This is an optimization exercise on Yosys and OpenROAD, whose aim is small area, not a production implementation. Function was checked by simulation only, so behaviour that the tests miss may differ from the original. Power is estimated from default activity; no workload was simulated.

==> flow/design.v <==
`timescale 1ns/10ps
module firfilt (
    sig_in,
    sig_out,
    clk,
    rst
);
input signed [15:0] sig_in;
output signed [15:0] sig_out;
reg signed [15:0] sig_out;
input clk;
input rst;
reg signed [15:0] taps [0:33-1];
always @(posedge clk) begin: FIRFILT_HDL_SOP
    integer ii;
    integer sop;
    integer c;
    if (rst) begin
        for (ii=0; ii<33; ii=ii+1) begin
            taps[ii] <= 0;
        end
        sig_out <= 0;
    end
    else begin
        sop = 0;
        for (ii=0; ii<33; ii=ii+1) begin
            if ((ii == 0)) begin
                taps[ii] <= sig_in;
            end
            else begin
                taps[ii] <= taps[(ii - 1)];
            end
            case (ii)
                0: c = 7;
                1: c = 40;
                2: c = 82;
                3: c = 120;
                4: c = 117;
                5: c = 27;
                6: c = -174;
                7: c = -453;
                8: c = -701;
                9: c = -746;
                10: c = -416;
                11: c = 391;
                12: c = 1645;
                13: c = 3154;
                14: c = 4607;
                15: c = 5659;
                16: c = 6043;
                17: c = 5659;
                18: c = 4607;
                19: c = 3154;
                20: c = 1645;
                21: c = 391;
                22: c = -416;
                23: c = -746;
                24: c = -701;
                25: c = -453;
                26: c = -174;
                27: c = 27;
                28: c = 117;
                29: c = 120;
                30: c = 82;
                31: c = 40;
                default: c = 7;
            endcase
            sop = ($signed({1'b0, sop}) + (taps[ii] * c));
        end
        sig_out <= $signed(sop >>> 15);
    end
end
endmodule
==> flow/run.sh <==
#!/bin/bash
# synth_recipe.tcl (not shown) runs the flow's synth.tcl, then flattens the netlist and writes it again
# the make line also repeats each setting of config.mk as NAME=value (left out here)
make -C /OpenROAD-flow-scripts/flow DESIGN_CONFIG=/design/flow/config.mk WORK_HOME=/design/flow/orfs CLKGATE_MAP_FILE= SYNTH_SCRIPT=/design/flow/synth_recipe.tcl finish
==> flow/config.mk <==
export PLATFORM = sky130hd
export DESIGN_NAME = firfilt
export DESIGN_NICKNAME = firfilt
export VERILOG_FILES = /design/flow/design.v
export SDC_FILE = /design/flow/constraint.sdc
export NUM_CORES = 4
export LEC_CHECK = 0
export CAP_MARGIN = 20
export CORE_MARGIN = 2
export CORE_UTILIZATION = 40
export SLEW_MARGIN = 20
==> flow/constraint.sdc <==
create_clock -name core_clock -period 14.0 [get_ports {clk}]
set_input_delay 2.8000 -clock core_clock [delete_from_list [all_inputs] [get_ports {clk}]]
set_output_delay 2.8000 -clock core_clock [all_outputs]
set_load 0.01 [all_outputs]
==> metrics.md <==
| Metric | Value |
|---|---|
| Met2 usage | `between 30% and 40%` |
| GR peak layer | `met2` |
| Clk buf depth | `3` |
| Layout area overhead | `6.75%` |
| Die area | `331000 um^2` |
| Critical path class | `flop to flop` |
| Top cells by area, synth | `fa_1 51%, ha_1 24%, inv_1 13%` |
| Launching point of the worst reg2reg path | `taps[25][1]$_SDFF_PP0_` |
| Post-CTS Resized | `0` |
| Highest Clock Rate | `0.0878 GHz` |
| Total grt overflow | `0` |
| Initial antenna violation count | `4` |
| CTS Buf Count | `88` |
| Multi-input gate area | `102000 um^2` |
| Worst-margin pin slew | `1.19 ns` |
| Worst Setup SP | `taps[25][1]$_SDFF_PP0_` |
| Vias per cell | `4.56` |
| Synth warn | `2` |
| Postcts setup bufs | `0` |
| EDFF count, synth | `0` |
| Final setup TNS | `0 ns` |
| Die Ht | `~580 um` |
| P_leak | `79.5 nW` |
| Synth Cell Area | `131000 um^2` |
| Setup crit end | `sig_out[10]$_SDFF_PP0_` |
| Register area | `between 10000 and 15000 um^2` |
| CTS Hold Bufs | `0` |
| Worst clock skew | `0.0567 ns` |
| DR WL/cell | `22.4 um` |
| Worst R2R Setup Slack | `2.60 ns` |
| Unrepaired setup endpoints after global routing | `no` |
| Utilization after layout | `43.0%` |
| Element type at the critical path end | `flop` |
| Filler instances | `31000` |
| Clock Latency Late Sink | `0.79 ns` |
| Clock sink count | `544` |
| Initial core utilization | `40.3%` |
| DRC | `0` |
| Syn nets | `17600` |
| Hold Vio Cnt, Final | `0` |
| Slew headroom | `20.0%` |
| Sequential area share after synthesis | `under 10%` |
| Critical path arrival | `12.05 ns` |
| Share of layout cells above drive strength 1 | `under 10%` |
| DRT Wirelength | `364 mm` |
| Most common cell in the synthesized netlist | `inv_1` |
| Post-route ant nets | `0` |
| IR drop worst, VDD | `0.104 mV` |
| Status | `finished clean` |
| WP data required | `14.65 ns` |
| Max Slew Vio Count | `0` |
| # rows | `209` |
| Pin count of the biggest net entering global routing | `~120` |
| Slowest CP cell | `fa_1` |
| Worst hold path class | `flop to flop` |
| Clk slew on worst S/H paths | `approximately 0.060 ns` |
| Vias in the first global route | `85600` |
| RD Place Congestion | `slightly below 1` |
| PwrDens | `40.5 nW/um^2` |
| Root Buffer | `clkbuf_16` |
| Yosys top cell area share | `51.4%` |
| Startpoint Class | `flop` |
| Vias | `74100` |
| Final setup viols | `0` |
| GR Util All Layers | `between 20% and 30%` |
| CTS tree | `built` |
| I/O Buffers | `33` |
| Tot Pwr | `5.65 mW` |
| M3 GR Usage | `3.35%` |
| Critical R2R Capture | `sig_out[10]$_SDFF_PP0_` |
| Avg Cell Area, Syn | `around 11 um^2` |
| Min Tclk post-route | `11.40 ns` |
| CP max FO | `6` |
| Async set-reset flop share out of synthesis | `0%` |
| # nets final | `17700` |
| DR pass1 iterations | `7` |
| Top post-synthesis cells by count | `4589 x inv_1, 3352 x fa_1, 2464 x ha_1` |
| Slowest cell delay on critical path | `0.75 ns` |
| First-pass GRT wire length | `557 mm` |
| H-Tree Depth | `3` |
| Core area | `325000 um^2` |
| Cells after synthesis | `11800` |
| Die X | `~580 um` |
| Fin crit share | `between 80% and 90%` |
| CP dominant cell by count | `fa_1` |
| Number of synthesized register bits | `544` |
| M1 GR Usage | `31.6%` |
| Final Cell Area | `approximately 140000 um^2` |
| Area leader, netlist | `fa_1` |
| I/O pins | `34` |
| Placed Instance Area | `136000 um^2` |
| FF-to-FF path depth | `37` |
| DP HPWL | `335 mm` |
| Library cells used by synthesis | `36` |
| Post-synth top flop | `dfxtp_1` |
| Initial DRC Count | `3857` |
| Max Cap Violations | `0` |
## worst max-delay path, delay by kind of cell, from the launching register on
kind	cells	cell delay, ns
AND/OR/NAND/NOR	1	0.06
AO/OA/AOI/OAI	7	1.42
adder cells (fa/ha/maj)	16	8.40
XOR/XNOR	1	0.16
buffers and inverters	12	0.82
flip-flops	1	0.39
## metrics by stage
stage | worst slack [ns] | hold slack (ns) | std cells
floorplan | 3.50 | 0.445 | 11800
finish | 2.60 | 0.469 | 16200
global route | 2.14 | 0.492 | 16200
global placement | 2.68 | 0.460 | 16100
CTS | 2.60 | 0.469 | 16200
detailed placement | 2.63 | 0.461 | 16100
## cells by family (layout without fill, tap and decap cells)
group	after synthesis	after routing	share of synthesized area, %
compound gates	55	55	0.304
xor+xnor	81	81	0.543
fa+ha+maj	5816	5816	75.0
buf+inv	4649	4796	13.4
flops	544	544	8.33
mux	2	2	0.0153
other cells	0	2	0
simple gates	623	623	2.50
## per-layer routing
layer,up-vias,part of all wire [%]
met4,2,3.7
met3,353,5.0
li1,33300,-
met5,-,0.0030
met1,39000,44
met2,1388,47
## sequential cells by signal, summed over array words and instances, names as in the netlist
register,cells
taps,528
sig_out,16
## cells in the final DEF, fill, tap and decap left out, types with 3 or more instances in the layout
| master | count |
|---|---|
| a31oi_1 | 3 |
| o21ai_0 | 5 |
| a21oi_1 | 20 |
| a21o_1 | 9 |
| inv_1 | 4589 |
| clkdlybuf4s50_1 | 32 |
| inv_6 | 5 |
| nor2_1 | 244 |
| nor3_1 | 8 |
| nand4_1 | 5 |
| and2_1 | 4 |
| clkinv_2 | 17 |
| ha_1 | 2464 |
| or2_2 | 14 |
| fa_1 | 3352 |
| bufinv_16 | 14 |
| nor2b_1 | 327 |
| clkbuf_8 | 16 |
| clkbuf_16 | 88 |
| o21bai_1 | 4 |
| nand2_1 | 13 |
| clkbuf_1 | 8 |
| o21a_1 | 4 |
| xor2_1 | 13 |
| clkinv_4 | 6 |
| buf_4 | 12 |
| dfxtp_1 | 544 |
| xnor2_1 | 68 |
## how the worst min path moves through the flow
stage	depth (start not counted)	from	slack [ns]	endpoint
floorplan	1	taps[31][14]$_SDFF_PP0_	0.44	taps[32][14]$_SDFF_PP0_
global placement	1	taps[2][14]$_SDFF_PP0_	0.46	taps[3][14]$_SDFF_PP0_
detailed placement	1	taps[31][14]$_SDFF_PP0_	0.46	taps[32][14]$_SDFF_PP0_
CTS	1	taps[31][14]$_SDFF_PP0_	0.47	taps[32][14]$_SDFF_PP0_
global route	1	taps[2][14]$_SDFF_PP0_	0.49	taps[3][14]$_SDFF_PP0_
finish	1	taps[31][14]$_SDFF_PP0_	0.47	taps[32][14]$_SDFF_PP0_
## layout make-up
type,count,share of cell area [%]
clock buffer,112,1.76
antenna,2,0.00359
inverter,4589,12.3
tap,4325,3.88
multi-input combinational,6577,73.4
timing repair buffer,46,0.319
sequential,544,7.81
clock inverter,49,0.526
## where the power goes
part | internal [mW] | leakage (nW) | total [mW] | switching, mW
logic | 0.590 | 73.5 | 1.46 | 0.866
clock network | 1.51 | 1.57 | 2.54 | 1.03
registers | 1.58 | 4.39 | 1.65 | 0.0747

==> separate check: timing with driven ports <==
The results above use ideal ports. As a check the final layout listed here was re-extracted and re-timed, cells and wires unchanged.
Step 1 assumes that a clkbuf_16 drives the clock port and a buf_2 every other input.
Step 2 adds t to the input delays and takes it off the output delays; t is the mean of the earliest and latest rising clock arrival at the registers after step 1. Input paths then give back, and output paths get back, about the clock's delay inside the block.
Three values: ideal ports, drivers, drivers and shift; two values: the first two.
t, ns: 0.867
slack for setup (ns): 2.604 / 2.604 / 2.604
worst setup path at the end: register to register
latest minus earliest clock arrival (ns): 0.060 / 0.061
After both steps setup and hold are still met in this run. For this run, drivers alone change the setup slack by 0.000 ns; drivers and shift together by 0.000 ns.
